This design comes from an exercise in tuning for small area on the open sky130 flow, not from production work. Only simulation tests tie the RTL to the original design; equivalence was not proved. Power figures rest on the tool's default switching activity, not on a simulated workload.

==> design/flow/design.v <==
module gaussian_noise (Y, select, clk, Y_hat, noise_debug, reset, state);
input [31:0] Y;
input [2:0] select;
input reset;
input clk;
output [31:0] Y_hat, noise_debug;
output [2:0] state;
reg [31:0] g0;
reg [31:0] g1;
reg [31:0] g2;
reg [31:0] g3;
reg [31:0] g4;
reg [31:0] g5;
reg [31:0] ch;   
reg [31:1] ca0, ca1, ca2, cb0, cb1, cb2;   
wire h00 = ch[6] ^ ch[4] ^ ch[3] ^ ch[2];
wire h01 = ch[5] ^ ch[2];
wire h02 = ch[6] ^ ch[5] ^ ch[3] ^ ch[2];
wire h03 = ch[5] ^ ch[3] ^ ch[2] ^ ch[1] ^ ch[0];
wire h04 = ch[6] ^ ch[4] ^ ch[1];
wire [2:0] n0 = {2'b0,h00} + {2'b0,h01} + {2'b0,h02} + {2'b0,h03} + {2'b0,h04};
wire h10 = ch[6] ^ ch[3] ^ ch[2];
wire h11 = ch[5] ^ ch[4] ^ ch[3];
wire h12 = ch[6] ^ ch[5] ^ ch[3] ^ ch[2];
wire h13 = ch[6] ^ ch[5] ^ ch[4] ^ ch[1];
wire h14 = ch[6] ^ ch[1];
wire [2:0] n1 = {2'b0,h10} + {2'b0,h11} + {2'b0,h12} + {2'b0,h13} + {2'b0,h14};
always @(posedge clk or posedge reset) begin
  if (reset) begin
    g0 <= 32'h0f0f0f0f;
    g1 <= 32'h0fefbf0f;
    g2 <= 32'h0aefba0f;
    g3 <= 32'h0aef6a04;
    g4 <= 32'h0a2f6204;
    g5 <= 32'h112c6204;
    ch <= 32'h0000006d;
    ca0 <= 31'h00000031;
    ca1 <= 31'h00000006;
    ca2 <= 31'h00000008;
    cb0 <= 31'h00000007;
    cb1 <= 31'h00000013;
    cb2 <= 31'h00000008;
  end else begin
    g0 <= {g0[30:0], g0[31]^g0[21]^g0[1]^g0[0]};
    g1 <= {g1[30:0], g1[31]^g1[21]^g1[1]^g1[0]};
    g2 <= {g2[30:0], g2[31]^g2[21]^g2[1]^g2[0]};
    g3 <= {g3[30:0], g3[31]^g3[21]^g3[1]^g3[0]};
    g4 <= {g4[30:0], g4[31]^g4[21]^g4[1]^g4[0]};
    g5 <= {g5[30:0], g5[31]^g5[21]^g5[1]^g5[0]};
    ch <= {ch[30:0], ch[31]^ch[21]^ch[1]^ch[0]};
    ca0 <= {ca0[30:1], n0[0]};
    ca1 <= {ca1[30:1], n0[1]};
    ca2 <= {ca2[30:1], n0[2]};
    cb0 <= {cb0[30:1], n1[0]};
    cb1 <= {cb1[30:1], n1[1]};
    cb2 <= {cb2[30:1], n1[2]};
  end
end
wire [31:0] a0 = {ca0, n0[0]}, a1 = {ca1, n0[1]}, a2 = {ca2, n0[2]};
wire [31:0] b0 = {cb0, n1[0]}, b1 = {cb1, n1[1]}, b2 = {cb2, n1[2]};
wire valid = ~(select[2] & select[1]);   
wire setb = select[2] | (select[1] & select[0]);   
wire [31:0] gs = select[2] ? (select[0] ? g5 : g4) : (select[1] ? (select[0] ? g3 : g2) : (select[0] ? g1 : g0));
wire [31:0] c0 = setb ? b0 : a0, c1 = setb ? b1 : a1, c2 = setb ? b2 : a2;
wire [31:0] v0 = c0;
wire [31:0] v1 = c1 ^ (gs & ~c0);
wire [31:0] v2 = c2 ^ (gs & ~(c1 & c0));
wire [31:0] ra = v0, rb = {v1[30:0], 1'b0}, rc = {v2[29:0], 2'b0};
wire [31:0] cs = ra ^ rb ^ rc;
wire [31:0] cc = (ra & rb) | (ra & rc) | (rb & rc);
wire [31:0] n_p = cs ^ {cc[30:0], 1'b0};
wire [31:0] n_g = cs & {cc[30:0], 1'b0};
wire n_G1 = n_g[0] | (n_p[0] & 1'b0);
wire n_P1 = n_p[0] & 1'b0;
wire n_G2 = n_g[2] | (n_p[2] & n_g[1]);
wire n_P2 = n_p[2] & n_p[1];
wire n_G3 = n_g[4] | (n_p[4] & n_g[3]);
wire n_P3 = n_p[4] & n_p[3];
wire n_G4 = n_g[6] | (n_p[6] & n_g[5]);
wire n_P4 = n_p[6] & n_p[5];
wire n_G5 = n_g[8] | (n_p[8] & n_g[7]);
wire n_P5 = n_p[8] & n_p[7];
wire n_G6 = n_g[10] | (n_p[10] & n_g[9]);
wire n_P6 = n_p[10] & n_p[9];
wire n_G7 = n_g[12] | (n_p[12] & n_g[11]);
wire n_P7 = n_p[12] & n_p[11];
wire n_G8 = n_g[14] | (n_p[14] & n_g[13]);
wire n_P8 = n_p[14] & n_p[13];
wire n_G9 = n_g[16] | (n_p[16] & n_g[15]);
wire n_P9 = n_p[16] & n_p[15];
wire n_G10 = n_g[18] | (n_p[18] & n_g[17]);
wire n_P10 = n_p[18] & n_p[17];
wire n_G11 = n_g[20] | (n_p[20] & n_g[19]);
wire n_P11 = n_p[20] & n_p[19];
wire n_G12 = n_g[22] | (n_p[22] & n_g[21]);
wire n_P12 = n_p[22] & n_p[21];
wire n_G13 = n_g[24] | (n_p[24] & n_g[23]);
wire n_P13 = n_p[24] & n_p[23];
wire n_G14 = n_g[26] | (n_p[26] & n_g[25]);
wire n_P14 = n_p[26] & n_p[25];
wire n_G15 = n_g[28] | (n_p[28] & n_g[27]);
wire n_P15 = n_p[28] & n_p[27];
wire n_G16 = n_g[30] | (n_p[30] & n_g[29]);
wire n_P16 = n_p[30] & n_p[29];
wire n_G17 = n_g[1] | (n_p[1] & n_G1);
wire n_P17 = n_p[1] & n_P1;
wire n_G18 = n_G2 | (n_P2 & n_G1);
wire n_P18 = n_P2 & n_P1;
wire n_G19 = n_g[5] | (n_p[5] & n_G3);
wire n_P19 = n_p[5] & n_P3;
wire n_G20 = n_G4 | (n_P4 & n_G3);
wire n_P20 = n_P4 & n_P3;
wire n_G21 = n_g[9] | (n_p[9] & n_G5);
wire n_P21 = n_p[9] & n_P5;
wire n_G22 = n_G6 | (n_P6 & n_G5);
wire n_P22 = n_P6 & n_P5;
wire n_G23 = n_g[13] | (n_p[13] & n_G7);
wire n_P23 = n_p[13] & n_P7;
wire n_G24 = n_G8 | (n_P8 & n_G7);
wire n_P24 = n_P8 & n_P7;
wire n_G25 = n_g[17] | (n_p[17] & n_G9);
wire n_P25 = n_p[17] & n_P9;
wire n_G26 = n_G10 | (n_P10 & n_G9);
wire n_P26 = n_P10 & n_P9;
wire n_G27 = n_g[21] | (n_p[21] & n_G11);
wire n_P27 = n_p[21] & n_P11;
wire n_G28 = n_G12 | (n_P12 & n_G11);
wire n_P28 = n_P12 & n_P11;
wire n_G29 = n_g[25] | (n_p[25] & n_G13);
wire n_P29 = n_p[25] & n_P13;
wire n_G30 = n_G14 | (n_P14 & n_G13);
wire n_P30 = n_P14 & n_P13;
wire n_G31 = n_g[29] | (n_p[29] & n_G15);
wire n_P31 = n_p[29] & n_P15;
wire n_G32 = n_G16 | (n_P16 & n_G15);
wire n_P32 = n_P16 & n_P15;
wire n_G33 = n_g[3] | (n_p[3] & n_G18);
wire n_P33 = n_p[3] & n_P18;
wire n_G34 = n_G3 | (n_P3 & n_G18);
wire n_P34 = n_P3 & n_P18;
wire n_G35 = n_G19 | (n_P19 & n_G18);
wire n_P35 = n_P19 & n_P18;
wire n_G36 = n_G20 | (n_P20 & n_G18);
wire n_P36 = n_P20 & n_P18;
wire n_G37 = n_g[11] | (n_p[11] & n_G22);
wire n_P37 = n_p[11] & n_P22;
wire n_G38 = n_G7 | (n_P7 & n_G22);
wire n_P38 = n_P7 & n_P22;
wire n_G39 = n_G23 | (n_P23 & n_G22);
wire n_P39 = n_P23 & n_P22;
wire n_G40 = n_G24 | (n_P24 & n_G22);
wire n_P40 = n_P24 & n_P22;
wire n_G41 = n_g[19] | (n_p[19] & n_G26);
wire n_P41 = n_p[19] & n_P26;
wire n_G42 = n_G11 | (n_P11 & n_G26);
wire n_P42 = n_P11 & n_P26;
wire n_G43 = n_G27 | (n_P27 & n_G26);
wire n_P43 = n_P27 & n_P26;
wire n_G44 = n_G28 | (n_P28 & n_G26);
wire n_P44 = n_P28 & n_P26;
wire n_G45 = n_g[27] | (n_p[27] & n_G30);
wire n_P45 = n_p[27] & n_P30;
wire n_G46 = n_G15 | (n_P15 & n_G30);
wire n_P46 = n_P15 & n_P30;
wire n_G47 = n_G31 | (n_P31 & n_G30);
wire n_P47 = n_P31 & n_P30;
wire n_G48 = n_G32 | (n_P32 & n_G30);
wire n_P48 = n_P32 & n_P30;
wire n_G49 = n_g[7] | (n_p[7] & n_G36);
wire n_P49 = n_p[7] & n_P36;
wire n_G50 = n_G5 | (n_P5 & n_G36);
wire n_P50 = n_P5 & n_P36;
wire n_G51 = n_G21 | (n_P21 & n_G36);
wire n_P51 = n_P21 & n_P36;
wire n_G52 = n_G22 | (n_P22 & n_G36);
wire n_P52 = n_P22 & n_P36;
wire n_G53 = n_G37 | (n_P37 & n_G36);
wire n_P53 = n_P37 & n_P36;
wire n_G54 = n_G38 | (n_P38 & n_G36);
wire n_P54 = n_P38 & n_P36;
wire n_G55 = n_G39 | (n_P39 & n_G36);
wire n_P55 = n_P39 & n_P36;
wire n_G56 = n_G40 | (n_P40 & n_G36);
wire n_P56 = n_P40 & n_P36;
wire n_G57 = n_g[23] | (n_p[23] & n_G44);
wire n_P57 = n_p[23] & n_P44;
wire n_G58 = n_G13 | (n_P13 & n_G44);
wire n_P58 = n_P13 & n_P44;
wire n_G59 = n_G29 | (n_P29 & n_G44);
wire n_P59 = n_P29 & n_P44;
wire n_G60 = n_G30 | (n_P30 & n_G44);
wire n_P60 = n_P30 & n_P44;
wire n_G61 = n_G45 | (n_P45 & n_G44);
wire n_P61 = n_P45 & n_P44;
wire n_G62 = n_G46 | (n_P46 & n_G44);
wire n_P62 = n_P46 & n_P44;
wire n_G63 = n_G47 | (n_P47 & n_G44);
wire n_P63 = n_P47 & n_P44;
wire n_G64 = n_G48 | (n_P48 & n_G44);
wire n_P64 = n_P48 & n_P44;
wire n_G65 = n_g[15] | (n_p[15] & n_G56);
wire n_P65 = n_p[15] & n_P56;
wire n_G66 = n_G9 | (n_P9 & n_G56);
wire n_P66 = n_P9 & n_P56;
wire n_G67 = n_G25 | (n_P25 & n_G56);
wire n_P67 = n_P25 & n_P56;
wire n_G68 = n_G26 | (n_P26 & n_G56);
wire n_P68 = n_P26 & n_P56;
wire n_G69 = n_G41 | (n_P41 & n_G56);
wire n_P69 = n_P41 & n_P56;
wire n_G70 = n_G42 | (n_P42 & n_G56);
wire n_P70 = n_P42 & n_P56;
wire n_G71 = n_G43 | (n_P43 & n_G56);
wire n_P71 = n_P43 & n_P56;
wire n_G72 = n_G44 | (n_P44 & n_G56);
wire n_P72 = n_P44 & n_P56;
wire n_G73 = n_G57 | (n_P57 & n_G56);
wire n_P73 = n_P57 & n_P56;
wire n_G74 = n_G58 | (n_P58 & n_G56);
wire n_P74 = n_P58 & n_P56;
wire n_G75 = n_G59 | (n_P59 & n_G56);
wire n_P75 = n_P59 & n_P56;
wire n_G76 = n_G60 | (n_P60 & n_G56);
wire n_P76 = n_P60 & n_P56;
wire n_G77 = n_G61 | (n_P61 & n_G56);
wire n_P77 = n_P61 & n_P56;
wire n_G78 = n_G62 | (n_P62 & n_G56);
wire n_P78 = n_P62 & n_P56;
wire n_G79 = n_G63 | (n_P63 & n_G56);
wire n_P79 = n_P63 & n_P56;
wire n_G80 = n_G64 | (n_P64 & n_G56);
wire n_P80 = n_P64 & n_P56;
wire n_G81 = n_g[31] | (n_p[31] & n_G80);
wire n_P81 = n_p[31] & n_P80;
wire [31:0] n = n_p ^ {n_G80, n_G79, n_G78, n_G77, n_G76, n_G75, n_G74, n_G73, n_G72, n_G71, n_G70, n_G69, n_G68, n_G67, n_G66, n_G65, n_G56, n_G55, n_G54, n_G53, n_G52, n_G51, n_G50, n_G49, n_G36, n_G35, n_G34, n_G33, n_G18, n_G17, n_G1, 1'b0};
reg [31:0] ns;
always @(*) begin
  case (select)
    3'd0: ns = n >> 10;
    3'd1: ns = n >> 8;
    3'd2: ns = n >> 6;
    3'd3: ns = n >> 4;
    3'd4: ns = n >> 2;
    3'd5: ns = n >> 0;
    default: ns = 32'd0;
  endcase
end
wire [31:0] yh_p = Y ^ ns;
wire [31:0] yh_g = Y & ns;
wire yh_G1 = yh_g[0] | (yh_p[0] & 1'b0);
wire yh_P1 = yh_p[0] & 1'b0;
wire yh_G2 = yh_g[2] | (yh_p[2] & yh_g[1]);
wire yh_P2 = yh_p[2] & yh_p[1];
wire yh_G3 = yh_g[4] | (yh_p[4] & yh_g[3]);
wire yh_P3 = yh_p[4] & yh_p[3];
wire yh_G4 = yh_g[6] | (yh_p[6] & yh_g[5]);
wire yh_P4 = yh_p[6] & yh_p[5];
wire yh_G5 = yh_g[8] | (yh_p[8] & yh_g[7]);
wire yh_P5 = yh_p[8] & yh_p[7];
wire yh_G6 = yh_g[10] | (yh_p[10] & yh_g[9]);
wire yh_P6 = yh_p[10] & yh_p[9];
wire yh_G7 = yh_g[12] | (yh_p[12] & yh_g[11]);
wire yh_P7 = yh_p[12] & yh_p[11];
wire yh_G8 = yh_g[14] | (yh_p[14] & yh_g[13]);
wire yh_P8 = yh_p[14] & yh_p[13];
wire yh_G9 = yh_g[16] | (yh_p[16] & yh_g[15]);
wire yh_P9 = yh_p[16] & yh_p[15];
wire yh_G10 = yh_g[18] | (yh_p[18] & yh_g[17]);
wire yh_P10 = yh_p[18] & yh_p[17];
wire yh_G11 = yh_g[20] | (yh_p[20] & yh_g[19]);
wire yh_P11 = yh_p[20] & yh_p[19];
wire yh_G12 = yh_g[22] | (yh_p[22] & yh_g[21]);
wire yh_P12 = yh_p[22] & yh_p[21];
wire yh_G13 = yh_g[24] | (yh_p[24] & yh_g[23]);
wire yh_P13 = yh_p[24] & yh_p[23];
wire yh_G14 = yh_g[26] | (yh_p[26] & yh_g[25]);
wire yh_P14 = yh_p[26] & yh_p[25];
wire yh_G15 = yh_g[28] | (yh_p[28] & yh_g[27]);
wire yh_P15 = yh_p[28] & yh_p[27];
wire yh_G16 = yh_g[30] | (yh_p[30] & yh_g[29]);
wire yh_P16 = yh_p[30] & yh_p[29];
wire yh_G17 = yh_g[1] | (yh_p[1] & yh_G1);
wire yh_P17 = yh_p[1] & yh_P1;
wire yh_G18 = yh_G2 | (yh_P2 & yh_G1);
wire yh_P18 = yh_P2 & yh_P1;
wire yh_G19 = yh_g[5] | (yh_p[5] & yh_G3);
wire yh_P19 = yh_p[5] & yh_P3;
wire yh_G20 = yh_G4 | (yh_P4 & yh_G3);
wire yh_P20 = yh_P4 & yh_P3;
wire yh_G21 = yh_g[9] | (yh_p[9] & yh_G5);
wire yh_P21 = yh_p[9] & yh_P5;
wire yh_G22 = yh_G6 | (yh_P6 & yh_G5);
wire yh_P22 = yh_P6 & yh_P5;
wire yh_G23 = yh_g[13] | (yh_p[13] & yh_G7);
wire yh_P23 = yh_p[13] & yh_P7;
wire yh_G24 = yh_G8 | (yh_P8 & yh_G7);
wire yh_P24 = yh_P8 & yh_P7;
wire yh_G25 = yh_g[17] | (yh_p[17] & yh_G9);
wire yh_P25 = yh_p[17] & yh_P9;
wire yh_G26 = yh_G10 | (yh_P10 & yh_G9);
wire yh_P26 = yh_P10 & yh_P9;
wire yh_G27 = yh_g[21] | (yh_p[21] & yh_G11);
wire yh_P27 = yh_p[21] & yh_P11;
wire yh_G28 = yh_G12 | (yh_P12 & yh_G11);
wire yh_P28 = yh_P12 & yh_P11;
wire yh_G29 = yh_g[25] | (yh_p[25] & yh_G13);
wire yh_P29 = yh_p[25] & yh_P13;
wire yh_G30 = yh_G14 | (yh_P14 & yh_G13);
wire yh_P30 = yh_P14 & yh_P13;
wire yh_G31 = yh_g[29] | (yh_p[29] & yh_G15);
wire yh_P31 = yh_p[29] & yh_P15;
wire yh_G32 = yh_G16 | (yh_P16 & yh_G15);
wire yh_P32 = yh_P16 & yh_P15;
wire yh_G33 = yh_g[3] | (yh_p[3] & yh_G18);
wire yh_P33 = yh_p[3] & yh_P18;
wire yh_G34 = yh_G3 | (yh_P3 & yh_G18);
wire yh_P34 = yh_P3 & yh_P18;
wire yh_G35 = yh_G19 | (yh_P19 & yh_G18);
wire yh_P35 = yh_P19 & yh_P18;
wire yh_G36 = yh_G20 | (yh_P20 & yh_G18);
wire yh_P36 = yh_P20 & yh_P18;
wire yh_G37 = yh_g[11] | (yh_p[11] & yh_G22);
wire yh_P37 = yh_p[11] & yh_P22;
wire yh_G38 = yh_G7 | (yh_P7 & yh_G22);
wire yh_P38 = yh_P7 & yh_P22;
wire yh_G39 = yh_G23 | (yh_P23 & yh_G22);
wire yh_P39 = yh_P23 & yh_P22;
wire yh_G40 = yh_G24 | (yh_P24 & yh_G22);
wire yh_P40 = yh_P24 & yh_P22;
wire yh_G41 = yh_g[19] | (yh_p[19] & yh_G26);
wire yh_P41 = yh_p[19] & yh_P26;
wire yh_G42 = yh_G11 | (yh_P11 & yh_G26);
wire yh_P42 = yh_P11 & yh_P26;
wire yh_G43 = yh_G27 | (yh_P27 & yh_G26);
wire yh_P43 = yh_P27 & yh_P26;
wire yh_G44 = yh_G28 | (yh_P28 & yh_G26);
wire yh_P44 = yh_P28 & yh_P26;
wire yh_G45 = yh_g[27] | (yh_p[27] & yh_G30);
wire yh_P45 = yh_p[27] & yh_P30;
wire yh_G46 = yh_G15 | (yh_P15 & yh_G30);
wire yh_P46 = yh_P15 & yh_P30;
wire yh_G47 = yh_G31 | (yh_P31 & yh_G30);
wire yh_P47 = yh_P31 & yh_P30;
wire yh_G48 = yh_G32 | (yh_P32 & yh_G30);
wire yh_P48 = yh_P32 & yh_P30;
wire yh_G49 = yh_g[7] | (yh_p[7] & yh_G36);
wire yh_P49 = yh_p[7] & yh_P36;
wire yh_G50 = yh_G5 | (yh_P5 & yh_G36);
wire yh_P50 = yh_P5 & yh_P36;
wire yh_G51 = yh_G21 | (yh_P21 & yh_G36);
wire yh_P51 = yh_P21 & yh_P36;
wire yh_G52 = yh_G22 | (yh_P22 & yh_G36);
wire yh_P52 = yh_P22 & yh_P36;
wire yh_G53 = yh_G37 | (yh_P37 & yh_G36);
wire yh_P53 = yh_P37 & yh_P36;
wire yh_G54 = yh_G38 | (yh_P38 & yh_G36);
wire yh_P54 = yh_P38 & yh_P36;
wire yh_G55 = yh_G39 | (yh_P39 & yh_G36);
wire yh_P55 = yh_P39 & yh_P36;
wire yh_G56 = yh_G40 | (yh_P40 & yh_G36);
wire yh_P56 = yh_P40 & yh_P36;
wire yh_G57 = yh_g[23] | (yh_p[23] & yh_G44);
wire yh_P57 = yh_p[23] & yh_P44;
wire yh_G58 = yh_G13 | (yh_P13 & yh_G44);
wire yh_P58 = yh_P13 & yh_P44;
wire yh_G59 = yh_G29 | (yh_P29 & yh_G44);
wire yh_P59 = yh_P29 & yh_P44;
wire yh_G60 = yh_G30 | (yh_P30 & yh_G44);
wire yh_P60 = yh_P30 & yh_P44;
wire yh_G61 = yh_G45 | (yh_P45 & yh_G44);
wire yh_P61 = yh_P45 & yh_P44;
wire yh_G62 = yh_G46 | (yh_P46 & yh_G44);
wire yh_P62 = yh_P46 & yh_P44;
wire yh_G63 = yh_G47 | (yh_P47 & yh_G44);
wire yh_P63 = yh_P47 & yh_P44;
wire yh_G64 = yh_G48 | (yh_P48 & yh_G44);
wire yh_P64 = yh_P48 & yh_P44;
wire yh_G65 = yh_g[15] | (yh_p[15] & yh_G56);
wire yh_P65 = yh_p[15] & yh_P56;
wire yh_G66 = yh_G9 | (yh_P9 & yh_G56);
wire yh_P66 = yh_P9 & yh_P56;
wire yh_G67 = yh_G25 | (yh_P25 & yh_G56);
wire yh_P67 = yh_P25 & yh_P56;
wire yh_G68 = yh_G26 | (yh_P26 & yh_G56);
wire yh_P68 = yh_P26 & yh_P56;
wire yh_G69 = yh_G41 | (yh_P41 & yh_G56);
wire yh_P69 = yh_P41 & yh_P56;
wire yh_G70 = yh_G42 | (yh_P42 & yh_G56);
wire yh_P70 = yh_P42 & yh_P56;
wire yh_G71 = yh_G43 | (yh_P43 & yh_G56);
wire yh_P71 = yh_P43 & yh_P56;
wire yh_G72 = yh_G44 | (yh_P44 & yh_G56);
wire yh_P72 = yh_P44 & yh_P56;
wire yh_G73 = yh_G57 | (yh_P57 & yh_G56);
wire yh_P73 = yh_P57 & yh_P56;
wire yh_G74 = yh_G58 | (yh_P58 & yh_G56);
wire yh_P74 = yh_P58 & yh_P56;
wire yh_G75 = yh_G59 | (yh_P59 & yh_G56);
wire yh_P75 = yh_P59 & yh_P56;
wire yh_G76 = yh_G60 | (yh_P60 & yh_G56);
wire yh_P76 = yh_P60 & yh_P56;
wire yh_G77 = yh_G61 | (yh_P61 & yh_G56);
wire yh_P77 = yh_P61 & yh_P56;
wire yh_G78 = yh_G62 | (yh_P62 & yh_G56);
wire yh_P78 = yh_P62 & yh_P56;
wire yh_G79 = yh_G63 | (yh_P63 & yh_G56);
wire yh_P79 = yh_P63 & yh_P56;
wire yh_G80 = yh_G64 | (yh_P64 & yh_G56);
wire yh_P80 = yh_P64 & yh_P56;
wire yh_G81 = yh_g[31] | (yh_p[31] & yh_G80);
wire yh_P81 = yh_p[31] & yh_P80;
wire [31:0] yh = yh_p ^ {yh_G80, yh_G79, yh_G78, yh_G77, yh_G76, yh_G75, yh_G74, yh_G73, yh_G72, yh_G71, yh_G70, yh_G69, yh_G68, yh_G67, yh_G66, yh_G65, yh_G56, yh_G55, yh_G54, yh_G53, yh_G52, yh_G51, yh_G50, yh_G49, yh_G36, yh_G35, yh_G34, yh_G33, yh_G18, yh_G17, yh_G1, 1'b0};
assign Y_hat = yh;
assign noise_debug = valid ? n : 32'd0;
assign state = select;
endmodule
==> design/flow/run.sh <==
#!/bin/bash
# synth_recipe.tcl (not shown) runs the flow's synth.tcl, then flattens the netlist and writes it again
# the make line also repeats each setting of config.mk as NAME=value (left out here)
make -C /OpenROAD-flow-scripts/flow DESIGN_CONFIG=/design/flow/config.mk WORK_HOME=/design/flow/orfs CLKGATE_MAP_FILE= SYNTH_SCRIPT=/design/flow/synth_recipe.tcl finish
==> design/flow/config.mk <==
export PLATFORM = sky130hd
export DESIGN_NAME = gaussian_noise
export DESIGN_NICKNAME = gaussian_noise
export VERILOG_FILES = /design/flow/design.v
export SDC_FILE = /design/flow/constraint.sdc
export NUM_CORES = 4
export LEC_CHECK = 0
export CAP_MARGIN = 20
export CORE_MARGIN = 2
export CORE_UTILIZATION = 40
export CTS_BUF_LIST = sky130_fd_sc_hd__clkbuf_16
export CTS_CLUSTER_DIAMETER = 100
export CTS_CLUSTER_SIZE = 24
export SLEW_MARGIN = 20
==> design/flow/constraint.sdc <==
create_clock -name core_clock -period 15.0 [get_ports {clk}]
set_input_delay 3.0000 -clock core_clock [delete_from_list [all_inputs] [get_ports {clk}]]
set_output_delay 3.0000 -clock core_clock [all_outputs]
set_load 0.01 [all_outputs]
==> metrics.md, run 1 <==
| Metric | Value |
|---|---|
| Synth async-reset ratio | 100.0% |
| Hold Path Class | flop to flop |
| Wire per inst | 18.51 µm |
| Total of max-cap violations | 0 |
| CTS tree | built |
| Critical Path Fanout Max | 40 |
| Synthesis-to-finish area growth | 12.62% |
| Die Ht | 217.8 µm |
| Multi-input logic area | 7632 µm² |
| Global-route wire length before repair | 61990 µm |
| Post-CTS Resized | 0 |
| Worst slew margin | 36.37% |
| Main combinational cell family by area after synthesis | multiplexers |
| Synthesized instance count | 1381 |
| Post-synthesis xor/xnor area fraction | 6.880% |
| First drt pass iteration count | 5 |
| Tightest Pin Transition | 954.4 ps |
| Rows | 78 |
| Leak | 0.009812 µW |
| Adder-cell share of the synthesized area | 8.694% |
| Simple-Gate Fraction of Synth Area | 5.237% |
| Min Tclk post-route | 14350 ps |
| CTS max path bufs | 3 |
| Final Power | 1840 µW |
| Number of endpoints failing setup at the final stage | 0 |
| CP max stage cell | clkdlybuf4s50_1 |
| Core Area | 45280 µm² |
| Ys Warns | 1 |
| Die ar. | 47420 µm² |
| Multiplexer share of the synthesized area | 13.41% |
| Via count | 10515 |
| Gpl congestion | 0.8516 |
| FF+latch count, synth | 404 |
| Crit path DAT | 11350 ps |
| Flop-to-flop setup slack | 12280 ps |
| Clock root buffer | clkbuf_16 |
| Hold Fails Final Rpt | 0 |
| Critical R2R Capture | cb0[1]$_DFF_PP1_ |
| PwrDens | 89.41 nW/µm² |
| Post-Syn Area | 18280 µm² |
| Tot GR Track Use | 16.58% |
| RSZ-0062 raised after global routing | false |
| Fillcell total | 4068 |
| Residual DRC | 0 |
| Die width | 217.8 µm |
| Post-synth EDFFs | 0 |
| Reg2reg path depth | 5 |
| Cts hold-fix bufs | 0 |
| Via/cell ratio | 5.043 |
| Syn_area_per_cell | 13.23 µm² |
| Hold path depth | 0 |
| RR Startpoint | ch[3]$_DFF_PP1_ |
| CP required | 12000 ps |
| Post-CTS Setup Inserts | 0 |
| Synth top area cells | dfrtp_1, dfstp_2, mux2i_1 |
| Via count of the first global-routing pass | 11290 |
| Outcome | finished clean |
| Syn_nets | 1521 |
| # nets final | 1611 |
| Worst hold endpoint | ch[18]$_DFF_PP0_ |
| Initial Util | 40.36% |
| Slew Limit Fails | 0 |
| Port bufs | 103 |
| Highest ir drop seen on vdd | 68.20 µV |
| Dominant synthesized flop cell | dfrtp_1 |
| Crit path top cell by count | a21oi_1 |
| F_max | 69.69 MHz |
| Critical path class | primary input to primary output |
| Diode count | 0 |
| Largest area contributor in the synthesized netlist | dfrtp_1 |
| Fraction of layout cells with a size suffix above 1 | 17.64% |
| Tcrit/Tclk final | 95.66% |
| Crit end category | primary output |
| Detail Route Antenna Nets | 0 |
| Clk sinks | 404 |
| DR iter-0 viols | 446 |
| Largest net degree at the start of global routing | 123 |
| Total CTS buffers | 20 |
| Clk_skew | 17.32 ps |
| Total gr overflow | 0 |
| Register area share after synthesis | 56.06% |
| Total Neg Setup Slack | 0 ps |
| I/O pin cnt | 104 |
| Synth Area in Compound Gates | 7.483% |
| Hold Crit Start | ch[17]$_DFF_PP0_ |
| Worst-path clk slew | 90 ps |
| Routed wire length | 38600 µm |
| Max incr delay on CP | 550 ps |
| Critical path startpoint category | primary input |
| CTS H-tree depth | 1 |
| Initial antenna violation count | 0 |
| Register area | 10240 µm² |
| Post-DP HPWL | 28580 µm |
| Area share of the largest cell type after synthesis | 40.53% |
| Clk Latency, worst-skew pair | 540 ps |
| Number of library cell types mapped by synthesis | 68 |
==> Yosys cell counts (5+ instances only) <==
cell	number
ha_1	63
and3_1	6
nor2_1	96
o21ai_0	71
xnor2_1	55
o21a_1	7
fa_1	40
buf_1	9
xor2_1	83
clkbuf_1	35
a21o_1	11
mux4_2	30
nand3_1	8
mux2_2	59
mux2i_1	111
nor2b_1	10
o211ai_1	6
o22ai_1	8
inv_1	53
a21oi_1	52
o31ai_1	5
o21bai_1	6
a211oi_1	7
dfstp_2	108
nand2_1	55
nor3_1	13
dfrtp_1	296
nand2b_1	7
==> cells in the final DEF (no fill, tap or decap), types with 52 or more instances in the layout <==
| master | netlist | routed |
|---|---|---|
| a21oi_1 | 52 | 52 |
| dfrtp_1 | 296 | 296 |
| clkdlybuf4s50_1 | 0 | 100 |
| mux2i_1 | 111 | 111 |
| o21ai_0 | 71 | 71 |
| mux2_2 | 59 | 59 |
| inv_1 | 53 | 66 |
| dfstp_2 | 108 | 108 |
| nor2_1 | 96 | 95 |
| xor2_1 | 83 | 83 |
| xnor2_1 | 55 | 55 |
| ha_1 | 63 | 63 |
| nand2_1 | 55 | 55 |
==> through the flow <==
step	instance area (µm²)	hold WS (ps)	utilization, %	setup slack (ps)	cells
3_5_place_dp	20000	334.7	44.17	658.9	2049
4_1_cts	20580	356.3	45.45	627.2	2085
5_1_grt	20580	364.5	45.45	62.71	2085
2_1_floorplan	18280	331.2	-	940.9	1381
6_report	20580	354.3	45.45	651.6	2085
3_3_place_gp	20000	334.8	44.17	775.4	2049
==> routing by layer <==
metal	vias up	routed length [µm]	GRT usage, %
li1	4940	-	-
met1	5288	17630	22.27
met2	231	18190	27.91
met3	56	1747	2.413
met4	0	1033	5.079
met5	-	0	0
==> cells by family after synthesis <==
family | count (synthesis)
xor gates and xnor gates | 141
AOI/OAI and AO/OA | 212
and+or+nand+nor | 216
muxes | 200
DFF | 404
buffers and inverters | 105
adders and majority gates | 103
==> worst max-delay path by stage <==
stage	slack (ps)	startpoint	end	cells past startpoint
after global placement	780	select[1]	Y_hat[31]	29
final	650	select[1]	Y_hat[31]	30
after detailed placement	660	select[1]	Y_hat[31]	30
after CTS	630	select[1]	Y_hat[31]	30
after floorplan	940	reset	ca0[10]$_DFF_PP0_	1
after global routing	60	select[1]	Y_hat[31]	30
==> critical path, delay by kind of cell <==
kind                       cells  cell delay (ps)
buffers and inverters          3             1470
muxes                          2              880
xor gates and xnor gates       4              950
adders and majority gates      3             1190
AOI/OAI and AO/OA             14             3060
and+or+nand+nor                4              700
==> layout make-up <==
| type | instances | area share (%) |
|---|---|---|
| clock buffers | 21 | 2.553 |
| inverters | 55 | 1.039 |
| flip-flops and latches | 404 | 49.77 |
| well taps | 600 | 3.647 |
| clock inverters | 15 | 0.2796 |
| multi-input cells | 872 | 37.08 |
| repair buffers | 118 | 5.629 |
==> power by group <==
| group | total, µW | internal [µW] | leakage [µW] | switching, µW |
|---|---|---|---|---|
| combinational | 166 | 71.8 | 0.00422 | 94.0 |
| sequential | 1090 | 1090 | 0.00525 | 0 |
| clock | 585 | 256 | 0.000337 | 329 |
==> flip-flops by register name, indices dropped and copies added, names as in the netlist <==
register and cells:
g4 32, cb1 30, g0 32, g2 32, cb2 29, ca2 29, g3 32, g5 32
g1 32, ca1 30, cb0 31, ca0 31, ch 32
==> run 2, diff against run 1 <==
==> design/flow/flow/run.sh (new file) <==
#!/bin/bash
# Standard ORFS layout, with the port buffers inserted as the smallest buffer cell.
# Each tool's full log is kept by ORFS under orfs/logs/; make's own output goes to flow_make.log.
set -euo pipefail
bash standard.sh BUFFER_PORTS_ARGS="-buffer_cell sky130_fd_sc_hd__buf_1" finish > flow_make.log 2>&1
==> design/flow/standard.sh (new file) <==
#!/bin/bash
# synth_recipe.tcl (not shown) runs the flow's synth.tcl, then flattens the netlist and writes it again
# the make line also repeats each setting of config.mk as NAME=value (left out here)
make -C /OpenROAD-flow-scripts/flow DESIGN_CONFIG=/design/flow/config.mk WORK_HOME=/design/flow/orfs CLKGATE_MAP_FILE= SYNTH_SCRIPT=/design/flow/synth_recipe.tcl "${@:-finish}"
removed: design/flow/run.sh
==> run 2 against run 1 <==
Count of clock-buffer cells in the layout stayed put. Die area stayed put. Utilization is 1.4 points lower. Worst hold slack worse by 4.6 ps. Critical endpoint unchanged. Clock skew is 0.98 ps higher. Critical path depth stayed put. Wire length is 2.5% lower. Synthesized cell count stayed put. Area after synthesis stayed put. Clock power is 0.7% lower. Largest power group unchanged. Design area is 3.1% lower. Sequential share of layout area is 1.6 points higher.
==> metrics.md, run 2 <==
| Metric | Value |
|---|---|
| RR Startpoint | ch[3]$_DFF_PP1_ |
| Worst slew margin | 36.35% (about the same) |
| # nets final | 1611 (unchanged) |
| Post-CTS Setup Inserts | 0 (unchanged) |
| Clk Latency, worst-skew pair | 540 ps (about the same) |
| Worst setup path startpoint | select[1] |
| Clk sinks | 404 (unchanged) |
| Die Ht | 217.8 µm (unchanged) |
| Leak | 0.009545 µW (-2.7%) |
| Worst-path clk slew | 90 ps (about the same) |
| Dominant synthesized flop cell | dfrtp_1 |
| Tot GR Track Use | 16.19% (-0.40 points) |
| Critical Path Fanout Max | 27 (-33%) |
| Synth async-reset ratio | 100.0% (unchanged) |
| Initial antenna violation count | 0 (unchanged) |
| Met3 GRT Util | 2.427% (+0.014 points) |
| Ys Warns | 1 (unchanged) |
| Fillcell total | 4138 (+1.7%) |
| Critical path class | primary input to primary output |
| RSZ-0062 raised after global routing | false |
| Number of endpoints failing setup at the final stage | 0 (unchanged) |
| WP buf/inv | 3 (unchanged) |
| Synthesis-to-finish area growth | 9.167% |
| Post-synth EDFFs | 0 (unchanged) |
| Hold Path Class | flop to flop |
| Clock root buffer | clkbuf_16 |
| DR iter-0 viols | 632 (+42%) |
| Register area | 10240 µm² (unchanged) |
| Register area share after synthesis | 56.06% (unchanged) |
| Crit end category | primary output |
| Total Neg Setup Slack | 0 ps (unchanged) |
| Via count of the first global-routing pass | 11037 (-2.2%) |
| Hold path depth | 0 (unchanged) |
| Post-CTS Resized | 0 (unchanged) |
| Die width | 217.8 µm (unchanged) |
| Total gr overflow | 0 (unchanged) |
| Port bufs | 103 (unchanged) |
| Residual DRC | 0 (unchanged) |
| Post-Syn Area | 18280 µm² (unchanged) |
| Post-DP HPWL | 27930 µm (-2.3%) |
| Final worst slack | 770.5 ps (+118.9 ps) |
| Core Area | 45280 µm² (unchanged) |
| Synth top area cells | dfrtp_1, dfstp_2, mux2i_1 |
| Total CTS buffers | 20 (unchanged) |
| Tightest Pin Transition | 954.8 ps (+0.3430 ps) |
| Crit path DAT | 11230 ps (-120 ps) |
| Outcome | finished clean |
| Total of max-cap violations | 0 (unchanged) |
| Largest net degree at the start of global routing | 187 (+52%) |
| Cts hold-fix bufs | 0 (unchanged) |
| Clk_skew | 18.30 ps (+0.9828 ps) |
| Initial Util | 40.36% (unchanged) |
| CTS max path bufs | 3 (unchanged) |
| Largest area contributor in the synthesized netlist | dfrtp_1 |
| Worst hold endpoint | ch[30]$_DFF_PP0_ |
| Syn_area_per_cell | 13.23 µm² (unchanged) |
| Detail Route Antenna Nets | 0 (unchanged) |
| Placed cells | 2049 (unchanged) |
| Grt met1 use | 23.16% (+0.89 points) |
| Most frequent cells in the layout | dfrtp_1, mux2i_1, dfstp_2, buf_1, nor2_1 |
| Global-route wire length before repair | 60640 µm (-2.2%) |
| Gpl congestion | 0.9299 (+9.2%) |
| CP max stage cell | buf_4 |
| Number of library cell types mapped by synthesis | 68 (unchanged) |
| Min Tclk post-route | 14230 ps (-118.9 ps) |
| Commonest non-fill, non-tap cell in the layout | dfrtp_1 |
| Max incr delay on CP | 500 ps (-50 ps) |
| Die ar. | 47420 µm² (unchanged) |
| Top-count cell post-synth | dfrtp_1 |
| CTS tree | built |
| Reg2reg path depth | 7 (+2) |
| Busiest grt layer | met2 |
| Syn_nets | 1521 (unchanged) |
| First drt pass iteration count | 7 (+2) |
| Slew Limit Fails | 0 (unchanged) |
| CTS H-tree depth | 1 (unchanged) |
| Via/cell ratio | 5.082 (+0.78%) |
| Final Power | 1812 µW (-1.6%) |
| Fraction of layout cells with a size suffix above 1 | 17.58% (-0.067 points) |
| Critical path startpoint category | primary input |
| Critical R2R Capture | ca1[0]$_DFF_PP0_ |
| Routed wire length | 37650 µm (-2.5%) |
| PwrDens | 90.80 nW/µm² (+1.6%) |
| GR Util met2 | 25.81% (-2.1 points) |
| Hold Crit Start | ch[29]$_DFF_PP0_ |
| Multi-input logic area | 7637 µm² (about the same) |
| Area share of the largest cell type after synthesis | 40.53% (unchanged) |
| Worst path top cell family by delay | compound AO/OA/AOI/OAI gates |
| Rows | 78 (unchanged) |
| Final Instance Count excl. Fillers | 2086 (+0.048%) |
| CP required | 12000 ps (about the same) |
| Via count | 10602 (+0.83%) |
| Synthesized instance count | 1381 (unchanged) |
| Flop-to-flop setup slack | 12350 ps (+70 ps) |
| I/O pin cnt | 104 (unchanged) |
| Tcrit/Tclk final | 94.86% (-0.79 points) |
| Dpl ws | 807.2 ps (+148.2 ps) |
| Crit path top cell by count | xnor2_1 |
| F_max | 70.28 MHz (+0.84%) |
| Commonest cells post-synth | dfrtp_1, mux2i_1, dfstp_2 |
| Hold Fails Final Rpt | 0 (unchanged) |
| FF+latch count, synth | 404 (unchanged) |
| Highest ir drop seen on vdd | 59.02 µV (-13%) |
| Wire per inst | 18.05 µm (-2.5%) |
run 2: worst max-delay path by stage:
stage	end	slack, ps	cells after the start
6_report	Y_hat[31]	770	30
5_1_grt	Y_hat[31]	160	31
4_1_cts	Y_hat[31]	770	31
3_5_place_dp	Y_hat[31]	810	31
3_3_place_gp	Y_hat[31]	1010	31
2_1_floorplan	ca0[10]$_DFF_PP0_	940	1
run 2: routing by layer:
layer  vias up  wire, µm
li1       4942         -
met1      5394     17650
met2       215     17380
met3        51      1819
met4         0       802
met5         -         0
run 2: per-stage QoR:
stage	instance area [µm²]	hold slack, ps	utilization [%]
after CTS	19950	354.5	44.05
after floorplan	18280	331.2	-
after global routing	19950	363.2	44.05
after detailed placement	19370	335.5	42.77
final	19950	349.7	44.06
after global placement	19360	332.7	42.76
run 2: cell families (layout without fill, tap and decap cells):
logic type | count (synthesis) | after routing | synth area share (%)
DFF | 404 | 404 | 56.06
and+or+nand+nor | 216 | 216 | 5.237
AOI/OAI and AO/OA | 212 | 212 | 7.483
muxes | 200 | 200 | 13.41
xor gates and xnor gates | 141 | 141 | 6.880
buffers and inverters | 105 | 209 | 2.239
adders and majority gates | 103 | 103 | 8.694
other | 0 | 1 | 0
run 2: cell type report:
class	instances	area share [%]
sequential	404	51.35
inverter	55	1.072
timing repair buffer	118	2.609
clock buffer	21	2.634
antenna	1	0.01254
tap	600	3.763
multi-input combinational	872	38.28
clock inverter	15	0.2822
run 2: where the power goes:
part,switching (µW),internal (µW),total [µW]
clock,325,255,581
sequential,0,1090,1090
combinational,93.8,47.1,141
total,419,1390,1810
==> run 3, diff against run 2 <==
--- a/design/flow/config.mk
+++ b/design/flow/config.mk
@@ -8,7 +8,7 @@
 export CAP_MARGIN = 20
 export CORE_MARGIN = 2
-export CORE_UTILIZATION = 40
+export CORE_UTILIZATION = 55
 export CTS_BUF_LIST = sky130_fd_sc_hd__clkbuf_16
-export CTS_CLUSTER_DIAMETER = 100
-export CTS_CLUSTER_SIZE = 24
+export CTS_CLUSTER_DIAMETER = 80
+export CTS_CLUSTER_SIZE = 30
 export SLEW_MARGIN = 20
==> run 3 against run 2 <==
Still clean. Die area down 27%. Clock skew up 10 ps. Area after synthesis unchanged. Final cell count down 7.5%. Worst hold slack worse by 2.9 ps. Design area down 0.21%. Sequential cell count unchanged. Critical endpoint unchanged.
==> metrics.md, run 3 <==
| Metric | Value |
|---|---|
| CTS max path bufs | 3 (unchanged) |
| Via/cell ratio | 5.392 (+6.1%) |
| Number of endpoints failing setup at the final stage | 0 (unchanged) |
| Critical R2R Capture | ca1[0]$_DFF_PP0_ |
| Area share of the largest cell type after synthesis | 40.53% (unchanged) |
| Crit path DAT | 11140 ps (-90 ps) |
| Die ar. | 34700 µm² (-27%) |
| Total CTS buffers | 20 (unchanged) |
| Tightest Pin Transition | 988.2 ps (+33.39 ps) |
| Clock power share | 34.4% (+2.3 points) |
| Critical path class | primary input to primary output |
| Post-CTS Resized | 0 (unchanged) |
| Critical path startpoint category | primary input |
| Fillcell total | 2566 (-38%) |
| Syn_nets | 1521 (unchanged) |
| F_max | 70.71 MHz (+0.62%) |
| Critical Path Fanout Max | 35 (+30%) |
| Die width | 186.3 µm (-14%) |
| Final Instance Count excl. Fillers | 1929 (-7.5%) |
| CP max stage cell | a21oi_4 |
| Clk_skew | 28.49 ps (+10.19 ps) |
| Global-route wire length before repair | 58160 µm (-4.1%) |
| CTS H-tree depth | 1 (unchanged) |
| Post-Syn Area | 18280 µm² (unchanged) |
| Post-DP HPWL | 26670 µm (-4.5%) |
| Slew Limit Fails | 0 (unchanged) |
| Crit path top cell by count | a21oi_1 |
| Cts hold-fix bufs | 0 (unchanged) |
| Top-count cell post-synth | dfrtp_1 |
| Ys Warns | 1 (unchanged) |
| Diode count | 0 (-1) |
| Logic pwr share | 7.4% (-0.4 points) |
| Int Power | 1414 µW (+1.6%) |
| Port bufs | 103 (unchanged) |
| Worst slew margin | 33.65% (-2.7 points) |
| Total gr overflow | 0 (unchanged) |
| Switching share of power | 24.52% (+1.4 points) |
| Post-synth EDFFs | 0 (unchanged) |
| CTS tree | built |
| Placed cells | 1892 (-7.7%) |
| Via count | 10401 (-1.9%) |
| Hold path depth | 0 (unchanged) |
| Clk Latency, worst-skew pair | 550 ps (about the same) |
| Initial antenna violation count | 0 (unchanged) |
| Worst hold endpoint | cb2[15]$_DFF_PP0_ |
| Total of max-cap violations | 0 (unchanged) |
| Synthesized instance count | 1381 (unchanged) |
| Final instance area | 19910 µm² (-0.21%) |
| Gpl congestion | 0.8502 (-8.6%) |
| Dominant synthesized flop cell | dfrtp_1 |
| Hold Path Class | flop to flop |
| Initial Util | 56.03% (+16 points) |
| FF+latch count, synth | 404 (unchanged) |
| Highest ir drop seen on vdd | 124.1 µV (+110%) |
| Tcrit/Tclk final | 94.28% (-0.58 points) |
| Flop-to-flop setup slack | 12340 ps (about the same) |
| Hold Crit Start | cb2[14]$_DFF_PP0_ |
| # nets final | 1613 (+0.12%) |
| Wire per inst | 18.94 µm (+4.9%) |
| Routed wire length | 36530 µm (-3.0%) |
| Die Ht | 186.3 µm (-14%) |
| Area after DPL | 19180 µm² (-0.94%) |
| Most frequent cells in the layout | dfrtp_1, mux2i_1, dfstp_2, buf_1, nor2_1 |
| Largest area contributor in the synthesized netlist | dfrtp_1 |
| Min Tclk post-route | 14140 ps (-87.60 ps) |
| Clock root buffer | clkbuf_16 |
| Detail Route Antenna Nets | 0 (unchanged) |
| Rows | 66 (-15%) |
| Max incr delay on CP | 670 ps (+170 ps) |
| Residual DRC | 0 (unchanged) |
| CP required | 12000 ps (about the same) |
| Crit end category | primary output |
| Synth async-reset ratio | 100.0% (unchanged) |
| Commonest cells post-synth | dfrtp_1, mux2i_1, dfstp_2 |
| Register area share after synthesis | 56.06% (unchanged) |
| Post-CTS Setup Inserts | 0 (unchanged) |
| Leak | 0.009591 µW (+0.48%) |
| Number of library cell types mapped by synthesis | 68 (unchanged) |
| Reg2reg path depth | 7 (unchanged) |
| I/O pin cnt | 104 (unchanged) |
| Core Area | 32620 µm² (-28%) |
| Outcome | finished clean |
| Worst-path clk slew | 110 ps (+20 ps) |
| Clk sinks | 404 (unchanged) |
| RR Startpoint | ch[2]$_DFF_PP1_ |
| Commonest non-fill, non-tap cell in the layout | dfrtp_1 |
| Synth top area cells | dfrtp_1, dfstp_2, mux2i_1 |
| Largest net degree at the start of global routing | 211 (+13%) |
| RSZ-0062 raised after global routing | false |
| Via count of the first global-routing pass | 10662 (-3.4%) |
| Syn_area_per_cell | 13.23 µm² (unchanged) |
| Total Neg Setup Slack | 0 ps (unchanged) |
| Net Sw Power | 459.4 µW (+9.6%) |
| Seq pwr share | 58.2% (-2.0 points) |
| First drt pass iteration count | 5 (-2) |
| Tot GR Track Use | 21.72% (+5.5 points) |
| PwrDens | 94.10 nW/µm² (+3.6%) |
| Hold Fails Final Rpt | 0 (unchanged) |
| WHS | 346.8 ps (-2.883 ps) |
| Fraction of layout cells with a size suffix above 1 | 18.29% (+0.72 points) |
| DR iter-0 viols | 531 (-16%) |
| Synthesis-to-finish area growth | 8.941% |
-- run 3: cell counts after synthesis --
Identical to the previous run, type by type.
-- run 3: worst max path at each step --
stage          slack [ps]                 to       from  cells after the start
6_report              860          Y_hat[31]  select[1]                     31
5_1_grt               170          Y_hat[31]  select[1]                     31
4_1_cts               860          Y_hat[31]  select[1]                     31
3_5_place_dp          850          Y_hat[31]  select[1]                     29
3_3_place_gp         1000          Y_hat[31]  select[1]                     29
2_1_floorplan         940  ca0[10]$_DFF_PP0_      reset                      1
-- run 3: critical path, delay by kind of cell --
kind | cells | cell delay (ps)
adder cells (fa/ha/maj) | 3 | 1270
XOR/XNOR | 4 | 910
buffers and inverters | 4 | 1080
AO/OA/AOI/OAI | 17 | 3950
AND/OR/NAND/NOR | 2 | 540
multiplexers | 1 | 320
-- run 3: logic make-up (layout without fill, tap and decap cells) --
group,Yosys count,count (layout),share of synthesized area (%)
AOI/OAI and AO/OA,212,212,7.483
xor gates and xnor gates,141,141,6.880
adders and majority gates,103,103,8.694
buffers and inverters,105,211,2.239
DFF,404,404,56.06
muxes,200,200,13.41
and+or+nand+nor,216,216,5.237
-- run 3: area by class of cell --
class / instances / area [µm²] / share of cell area (%)
Clock buffer: 21 / 525.5 / 2.639
Clock inverter: 15 / 168.9 / 0.8484
Inverter: 55 / 214.0 / 1.075
Multi-Input combinational cell: 872 / 7632 / 38.33
Sequential cell: 404 / 10240 / 51.45
Tap cell: 442 / 553.0 / 2.778
Timing Repair Buffer: 120 / 571.8 / 2.872
-- run 3: routing by layer --
metal	GRT usage, %	share of wire (%)	vias to the layer above
met4	5.260	2.1	0
met1	31.89	48	5187
met3	3.271	4.3	56
met2	34.53	46	198
met5	0	0	-
li1	-	-	4960
-- run 3: per-stage QoR --
step	utilization (%)	setup slack, ps	total power, µW
floorplan	-	940.9	1211
global placement	58.81	1002	1248
detailed placement	58.81	848.2	1250
CTS	60.94	856.1	1898
global route	61.04	168.4	1959
finish	61.04	858.1	1874
-- run 3: power groups by stage --
stage	clock (µW)	sequential, µW	combinational (µW)
after CTS	667	1090	140
after detailed placement	0	1110	140
final	645	1090	138
after global routing	711	1090	157
after global placement	0	1110	138
after floorplan	0	1110	101
==> run 4, diff against run 3 <==
--- a/design/flow/design.v
+++ b/design/flow/design.v
@@ -6,12 +6,12 @@
 output [31:0] Y_hat, noise_debug;
 output [2:0] state;
-reg [31:0] g0;
-reg [31:0] g1;
-reg [31:0] g2;
-reg [31:0] g3;
-reg [31:0] g4;
-reg [31:0] g5;
-reg [31:0] ch;   
-reg [31:1] ca0, ca1, ca2, cb0, cb1, cb2;   
+reg [31:0] g0;   
+reg [31:0] g1;   
+reg [31:0] g2;   
+reg [31:0] g3;   
+reg [31:0] g4;   
+reg [31:0] g5;   
+reg [37:0] ch;   
+reg [31:1] ca1, ca2, cb1, cb2;   
 wire h00 = ch[6] ^ ch[4] ^ ch[3] ^ ch[2];
 wire h01 = ch[5] ^ ch[2];
@@ -34,9 +34,7 @@
     g4 <= 32'h0a2f6204;
     g5 <= 32'h112c6204;
-    ch <= 32'h0000006d;
-    ca0 <= 31'h00000031;
+    ch <= 38'h6d;
     ca1 <= 31'h00000006;
     ca2 <= 31'h00000008;
-    cb0 <= 31'h00000007;
     cb1 <= 31'h00000013;
     cb2 <= 31'h00000008;
@@ -48,15 +46,23 @@
     g4 <= {g4[30:0], g4[31]^g4[21]^g4[1]^g4[0]};
     g5 <= {g5[30:0], g5[31]^g5[21]^g5[1]^g5[0]};
-    ch <= {ch[30:0], ch[31]^ch[21]^ch[1]^ch[0]};
-    ca0 <= {ca0[30:1], n0[0]};
+    ch <= {ch[36:0], ch[31]^ch[21]^ch[1]^ch[0]};
     ca1 <= {ca1[30:1], n0[1]};
     ca2 <= {ca2[30:1], n0[2]};
-    cb0 <= {cb0[30:1], n1[0]};
     cb1 <= {cb1[30:1], n1[1]};
     cb2 <= {cb2[30:1], n1[2]};
   end
 end
-wire [31:0] a0 = {ca0, n0[0]}, a1 = {ca1, n0[1]}, a2 = {ca2, n0[2]};
-wire [31:0] b0 = {cb0, n1[0]}, b1 = {cb1, n1[1]}, b2 = {cb2, n1[2]};
+wire [31:0] a1 = {ca1, n0[1]}, a2 = {ca2, n0[2]};
+wire [31:0] b1 = {cb1, n1[1]}, b2 = {cb2, n1[2]};
+wire [31:0] a0;
+genvar ia;
+generate for (ia = 0; ia < 32; ia = ia + 1) begin : para
+  assign a0[ia] = ch[ia+6] ^ ch[ia+5] ^ ch[ia+3] ^ ch[ia+0];
+end endgenerate
+wire [31:0] b0;
+genvar ib;
+generate for (ib = 0; ib < 32; ib = ib + 1) begin : parb
+  assign b0[ib] = ch[ib+5] ^ ch[ib+3];
+end endgenerate
 wire valid = ~(select[2] & select[1]);   
 wire setb = select[2] | (select[1] & select[0]);   
--- a/design/flow/config.mk
+++ b/design/flow/config.mk
@@ -8,7 +8,7 @@
 export CAP_MARGIN = 20
 export CORE_MARGIN = 2
-export CORE_UTILIZATION = 55
+export CORE_UTILIZATION = 40
 export CTS_BUF_LIST = sky130_fd_sc_hd__clkbuf_16
-export CTS_CLUSTER_DIAMETER = 80
-export CTS_CLUSTER_SIZE = 30
+export CTS_CLUSTER_DIAMETER = 100
+export CTS_CLUSTER_SIZE = 24
 export SLEW_MARGIN = 20
==> run 4 against run 3 <==
Synthesized cell count rose by 3.1%. Utilization is 17 points lower. Clock skew down 19 ps. Design area is 3.6% lower. Largest power group unchanged. Non-clock buffer count down 3. Critical endpoint unchanged. Global-route usage is 5.3 points lower. Largest cell class unchanged. Final cell count increased by 9.2%. Wire length grew 0.25%.
==> metrics.md, run 4 <==
| Metric | Value |
|---|---|
| Highest ir drop seen on vdd | 64.39 µV (-48%) |
| Synthesis-to-finish area growth | 9.060% |
| Worst slew margin | 35.71% (+2.1 points) |
| Slew Limit Fails | 0 (unchanged) |
| Largest area contributor in the synthesized netlist | dfrtp_1 |
| Outcome | finished clean |
| Port bufs | 103 (unchanged) |
| F_max | 72.67 MHz (+2.8%) |
| CTS H-tree depth | 1 (unchanged) |
| Via count | 10499 (+0.94%) |
| Crit end category | primary output |
| Grt met1 use | 21.81% (-10 points) |
| Synth top area cells | dfrtp_1, dfstp_2, xnor2_1 |
| Number of endpoints failing setup at the final stage | 0 (unchanged) |
| Min Tclk post-route | 13760 ps (-380.5 ps) |
| Final worst slack | 1239 ps (+380.5 ps) |
| Crit path top cell by count | a21o_1 |
| Fraction of layout cells with a size suffix above 1 | 16.89% (-1.4 points) |
| Dominant synthesized flop cell | dfrtp_1 |
| FF+latch count, synth | 348 (-14%) |
| CTS max path bufs | 3 (unchanged) |
| Total CTS buffers | 18 (-10%) |
| Post-DP HPWL | 27890 µm (+4.6%) |
| Synthesized instance count | 1424 (+3.1%) |
| Max incr delay on CP | 560 ps (-110 ps) |
| Cts hold-fix bufs | 0 (unchanged) |
| Commonest non-fill, non-tap cell in the layout | dfrtp_1 |
| Tightest Pin Transition | 964.3 ps (-23.84 ps) |
| First drt pass iteration count | 5 (unchanged) |
| Met3 GRT Util | 2.182% (-1.1 points) |
| CTS tree | built |
| Residual DRC | 0 (unchanged) |
| Synth async-reset ratio | 100.0% (unchanged) |
| Tcrit/Tclk final | 91.74% (-2.5 points) |
| Diode count | 0 (unchanged) |
| Busiest grt layer | met2 |
| Ys Warns | 1 (unchanged) |
| Wire per inst | 17.38 µm (-8.2%) |
| Top-count cell post-synth | dfrtp_1 |
| Routed wire length | 36620 µm (+0.25%) |
| Post-Syn Area | 17590 µm² (-3.7%) |
| CP required | 12000 ps (about the same) |
| Rows | 76 (+15%) |
| DR iter-0 viols | 623 (+17%) |
| Via count of the first global-routing pass | 11032 (+3.5%) |
| Die ar. | 45680 µm² (+32%) |
| Worst-path clk slew | 90 ps (-20 ps) |
| Total gr overflow | 0 (unchanged) |
| Critical path startpoint category | primary input |
| Leak | 0.009127 µW (-4.8%) |
| Final Power | 1571 µW (-16%) |
| Dpl ws | 1294 ps (+446.1 ps) |
| RR Startpoint | ch[5]$_DFF_PP1_ |
| Hold Path Class | flop to flop |
| Detail Route Antenna Nets | 0 (unchanged) |
| Syn_nets | 1564 (+2.8%) |
| WHS | 363.3 ps (+16.48 ps) |
| Clock root buffer | clkbuf_16 |
| CP max stage cell | fa_1 |
| Post-CTS Setup Inserts | 0 (unchanged) |
| RSZ-0062 raised after global routing | false |
| Number of library cell types mapped by synthesis | 61 (-10%) |
| I/O pin cnt | 104 (unchanged) |
| Die width | 213.7 µm (+15%) |
| Critical Path Fanout Max | 62 (+77%) |
| PwrDens | 81.86 nW/µm² (-13%) |
| GR Util met2 | 29.40% (-5.1 points) |
| Global-route wire length before repair | 58860 µm (+1.2%) |
| Final Instance Count excl. Fillers | 2107 (+9.2%) |
| Clk sinks | 348 (-14%) |
| Placed cells | 2075 (+9.7%) |
| Hold Fails Final Rpt | 0 (unchanged) |
| Most flops, register | ch |
| Fillcell total | 3994 (+56%) |
| Via/cell ratio | 4.983 (-7.6%) |
| Core Area | 43270 µm² (+33%) |
| Clk Latency, worst-skew pair | 510 ps (-40 ps) |
| Initial antenna violation count | 1 (+1) |
| Tot GR Track Use | 16.45% (-5.3 points) |
| Total Neg Setup Slack | 0 ps (unchanged) |
| Largest net degree at the start of global routing | 114 (-46%) |
| Max reg flops | 38 |
| Post-synth EDFFs | 0 (unchanged) |
| Hold path depth | 0 (unchanged) |
| Area share of the largest cell type after synthesis | 34.99% (-5.5 points) |
| Worst setup path startpoint | select[2] |
| Post-CTS Resized | 0 (unchanged) |
| Register area share after synthesis | 50.22% (-5.8 points) |
| Initial Util | 40.67% (-15 points) |
| Hold Crit Start | g0[24]$_DFF_PP1_ |
| Syn_area_per_cell | 12.36 µm² (-6.6%) |
| Die Ht | 213.7 µm (+15%) |
| Most frequent cells in the layout | dfrtp_1, xnor2_1, dfstp_2, buf_1, nand2_1 |
| Gpl congestion | 0.8246 (-3.0%) |
| Total of max-cap violations | 0 (unchanged) |
| Clk_skew | 9.670 ps (-18.82 ps) |
| Crit path DAT | 10760 ps (-380 ps) |
| # nets final | 1650 (+2.3%) |
| Critical path class | primary input to primary output |
| Commonest cells post-synth | dfrtp_1, xnor2_1, dfstp_2 |
| Reg2reg path depth | 8 (+1) |
[run 4: stage by stage]
step,cell area [µm²],utilization (%)
2_1_floorplan,17590,-
3_3_place_gp,18650,43.10
3_5_place_dp,18650,43.10
4_1_cts,19180,44.34
5_1_grt,19190,44.35
6_report,19190,44.35
[run 4: worst max-delay path, delay by kind of cell]
kind,cells,cell delay [ps]
buffers and inverters,4,1030
adder cells (fa/ha/maj),3,1220
XOR/XNOR,4,1480
AO/OA/AOI/OAI,13,3140
AND/OR/NAND/NOR,3,550
multiplexers,2,260
[run 4: layout make-up]
type | count | area [µm²] | area share [%]
Inverter | 74 | 285.3 | 1.487
Sequential cell | 348 | 8836 | 46.05
Tap cell | 585 | 732.0 | 3.815
Multi-Input combinational cell | 951 | 8282 | 43.16
Clock inverter | 13 | 61.31 | 0.3195
Timing Repair Buffer | 117 | 516.7 | 2.693
Clock buffer | 19 | 475.5 | 2.478
[run 4: worst paths after layout]
check / to / slack (ps)
worst min-delay path: g0[25]$_DFF_PP1_ / 360
min in group asynchronous: g2[7]$_DFF_PP0_ / 2650
worst max register to register: ca1[0]$_DFF_PP0_ / 12390
worst min register to register: g0[25]$_DFF_PP1_ / 360
worst max-delay path: Y_hat[31] / 1240
max in group asynchronous: ca1[27]$_DFF_PP0_ / 10020
[run 4: power by group]
group,switching [µW],leakage [µW],internal (µW)
Combinational,74.3,0.00433,36.9
Sequential,0,0.00449,939
Clock,288,0.000305,233
[run 4: per-layer routing]
layer | vias up | wire [µm]
met4 | 0 | 452
met2 | 168 | 18680
met3 | 26 | 1300
met5 | - | 0
li1 | 5025 | -
met1 | 5280 | 16190
[run 4: cells by family (layout without fill, tap and decap cells)]
group           after synthesis  count (layout)  share of synthesized area, %
compound gates              203             203                         7.730
buf+inv                     125             223                         2.788
fa+ha+maj                   103             103                         8.946
flops                       348             348                         50.22
xor+xnor                    239             239                         12.10
mux                         171             171                         12.38
simple gates                235             235                         5.831
==> run 5, diff against run 4 <==
==> design/flow/flow/run.sh (replaced) <==
#!/bin/bash
# Standard ORFS layout with two changes:
#  - synthesis maps with flow/abc_map.script (ORFS's speed script without ABC's own
#    buffering and sizing; OpenROAD repairs and sizes later); everything else in the
#    synthesis, including register mapping and naming, is the standard script;
#  - the port buffers are the smallest buffer cell.
# ORFS keeps each tool's full log under orfs/logs/; make's own output is in flow_make.log.
set -euo pipefail
here=$(pwd)
{
  echo "proc abc {args} { set i [lsearch \$args -script]; if {\$i >= 0} { lset args [expr {\$i+1}] $here/flow/abc_map.script }; yosys abc {*}\$args }"
  cat synth_recipe.tcl
} > my_synth.tcl
bash standard.sh SYNTH_SCRIPT=$here/my_synth.tcl BUFFER_PORTS_ARGS="-buffer_cell sky130_fd_sc_hd__buf_1" finish > flow_make.log 2>&1
==> design/flow/flow/abc_map.script (new file) <==
&get -n
&st
&dch
&nf
&st
&syn2
&if -g -K 6
&synch2
&nf
&st
&syn2
&if -g -K 6
&synch2
&nf
&st
&syn2
&if -g -K 6
&synch2
&nf
&st
&syn2
&if -g -K 6
&synch2
&nf
&st
&syn2
&if -g -K 6
&synch2
&nf
&put
topo
==> run 5 against run 4 <==
Area after synthesis shrank 1.7%. Highest routed layer unchanged. Sequential cell count stayed put. Power rose by 1.8%. Maximum frequency fell by 2.9%. Synthesized cell count is 3.4% lower. Wire length increased by 4.0%. Utilization grew 0.39 points. Sequential share of layout area hardly changed. Largest power group unchanged. Combinational power about the same. First-iteration DRC count shrank 13%. Clock skew rose by 19 ps. Setup slack got worse by 420 ps. Still clean.
==> metrics.md, run 5 <==
| Metric | Value |
|---|---|
| Outcome | finished clean |
| Core Area | 42890 µm² (-0.88%) |
| FF+latch count, synth | 348 (unchanged) |
| Seq pwr share | 58.7% (-1.1 points) |
| Via count of the first global-routing pass | 11126 (+0.85%) |
| Detail Route Antenna Nets | 0 (unchanged) |
| Post-DP HPWL | 28790 µm (+3.2%) |
| Worst slew margin | 46.29% (+11 points) |
| Syn_area_per_cell | 12.57 µm² (+1.8%) |
| GR Util met2 | 28.15% (-1.2 points) |
| Total gr overflow | 0 (unchanged) |
| Die width | 212.0 µm (-0.82%) |
| CTS H-tree depth | 1 (unchanged) |
| Die Ht | 212.0 µm (-0.82%) |
| Wire per inst | 18.00 µm (+3.6%) |
| Critical R2R Capture | ca1[0]$_DFF_PP0_ |
| Post-CTS Setup Inserts | 0 (unchanged) |
| Net Sw Power | 383.5 µW (+6.0%) |
| Crit path DAT | 11180 ps (+420 ps) |
| Residual DRC | 0 (unchanged) |
| First drt pass iteration count | 5 (unchanged) |
| Fillcell total | 3938 (-1.4%) |
| Total CTS buffers | 19 (+1) |
| CP required | 12000 ps (about the same) |
| PwrDens | 83.38 nW/µm² (+1.9%) |
| Worst hold endpoint | g2[23]$_DFF_PP1_ |
| RR Startpoint | ch[6]$_DFF_PP1_ |
| Synth async-reset ratio | 100.0% (unchanged) |
| Largest area contributor in the synthesized netlist | dfrtp_1 |
| Hold Fails Final Rpt | 0 (unchanged) |
| Via/cell ratio | 5.030 (+0.94%) |
| Critical path class | primary input to primary output |
| Clock root buffer | clkbuf_16 |
| CTS tree | built |
| Int Power | 1216 µW (+0.60%) |
| Fraction of layout cells with a size suffix above 1 | 12.02% (-4.9 points) |
| Clk sinks | 348 (unchanged) |
| Most frequent cells in the layout | dfrtp_1, xnor2_1, dfstp_2, buf_1, nand2_1 |
| Rows | 76 (unchanged) |
| Total of max-cap violations | 0 (unchanged) |
| I/O pin cnt | 104 (unchanged) |
| Clk_skew | 28.39 ps (+18.72 ps) |
| Slew Limit Fails | 0 (unchanged) |
| Commonest cells post-synth | dfrtp_1, xnor2_1, dfstp_2 |
| Routed wire length | 38100 µm (+4.0%) |
| Final instance area | 19190 µm² (about the same) |
| Critical path startpoint category | primary input |
| CTS max path bufs | 3 (unchanged) |
| Dominant synthesized flop cell | dfrtp_1 |
| Initial Util | 40.35% (-0.32 points) |
| Clk Latency, worst-skew pair | 530 ps (+20 ps) |
| Ys Warns | 1 (unchanged) |
| Global-route wire length before repair | 61170 µm (+3.9%) |
| Area after DPL | 18610 µm² (-0.19%) |
| Max incr delay on CP | 600 ps (+40 ps) |
| Post-synth EDFFs | 0 (unchanged) |
| Synthesis-to-finish area growth | 10.88% |
| Min Tclk post-route | 14180 ps (+416.6 ps) |
| Cts hold-fix bufs | 0 (unchanged) |
| Max reg flops | 38 (unchanged) |
| F_max | 70.53 MHz (-2.9%) |
| RSZ-0062 raised after global routing | false |
| Tot GR Track Use | 17.37% (+0.91 points) |
| Number of library cell types mapped by synthesis | 50 (-18%) |
| Hold Crit Start | g2[22]$_DFF_PP1_ |
| Final worst slack | 822.0 ps (-416.6 ps) |
| Register area share after synthesis | 51.07% (+0.85 points) |
| Flop-to-flop setup slack | 12260 ps (-130 ps) |
| Total Neg Setup Slack | 0 ps (unchanged) |
| Post-Syn Area | 17300 µm² (-1.7%) |
| Port bufs | 103 (unchanged) |
run 5: changes by cell type in the layout (fill, tap and decap cells not counted), sizes merged:
cell	delta
buf	+7
inv	-70
clkinv	+72
run 5: cells by family after synthesis:
group | count (synthesis) | share of synthesized area [%]
buffers and inverters | 77 | 1.735
AO/OA/AOI/OAI | 203 | 7.412
flip-flops | 348 | 51.07
AND/OR/NAND/NOR | 235 | 5.922
XOR/XNOR | 239 | 12.18
adder cells (fa/ha/maj) | 103 | 9.097
multiplexers | 171 | 12.59
run 5: worst max path at each step:
stage              start         to  slack [ps]
2_1_floorplan  select[0]  Y_hat[31]        1250
3_3_place_gp   select[1]  Y_hat[31]         940
3_5_place_dp   select[1]  Y_hat[31]         800
4_1_cts        select[1]  Y_hat[31]         790
5_1_grt        select[1]  Y_hat[31]         130
6_report       select[1]  Y_hat[31]         820
run 5: per-layer routing:
metal	share of wire, %	routed length [µm]
met1	48	18100
met3	3.6	1356
met4	2.6	977
met5	0	0
met2	46	17660
run 5: power by group through the flow:
stage | Combinational (µW) | Sequential [µW] | Clock [µW]
6_report | 113 | 939 | 548
5_1_grt | 126 | 939 | 609
4_1_cts | 116 | 939 | 568
3_5_place_dp | 115 | 956 | 0
3_3_place_gp | 113 | 956 | 0
2_1_floorplan | 71.4 | 957 | 0
run 5: area by class of cell:
class                      count  area, µm²  area share, %
clock inverter                15      91.34         0.4761
inverter                      74      285.3          1.487
sequential                   348       8836          46.05
clock buffer                  19      475.5          2.478
multi-input combinational    951       8180          42.64
timing repair buffer         124      585.6          3.052
tap                          585      732.0          3.815
run 5: metrics by stage:
stage / utilization [%] / std cells
floorplan: - / 1376
global placement: 43.40 / 2082
detailed placement: 43.40 / 2082
CTS: 44.72 / 2116
global route: 44.74 / 2116
finish: 44.74 / 2116
run 5: worst max-delay path: cells and delay by family:
kind,cells,cell delay [ps]
compound gates,12,3690
xor+xnor,4,1380
fa+ha+maj,3,1260
buf+inv,5,1080
simple gates,4,740

==> re-timing with driven ports <==
No port has a modelled driver above. Below, the same layouts with a new extraction and two added sets of constraints.
Step 1: set_driving_cell puts a clkbuf_16 on clk and a buf_2 on each other input, an assumption about the parent block.
Step 2 times the ports against the registers' clock, not the clock port: input delays grow and output delays shrink by t, the midpoint of the rising clock arrivals with the driver on.
Three values: no drivers, after step 1, after step 2; two values: the first two.
run	t (ns)	setup WS [ns]	slew at the worst register clock pin (ns)
run 1	0.582	0.652 / 0.626 / 0.626	0.10 / 0.10
run 2	0.587	0.770 / 0.751 / 0.751	0.09 / 0.09
run 3	0.593	0.858 / 0.838 / 0.838	0.11 / 0.11
run 4	0.561	1.239 / 1.218 / 1.218	0.10 / 0.10
run 5	0.576	0.822 / 0.801 / 0.801	0.10 / 0.10
After both steps every run listed still meets setup and hold. The setup slack of run 1, which loses most, moves by -0.026 ns with the drivers and by -0.026 ns with both steps.
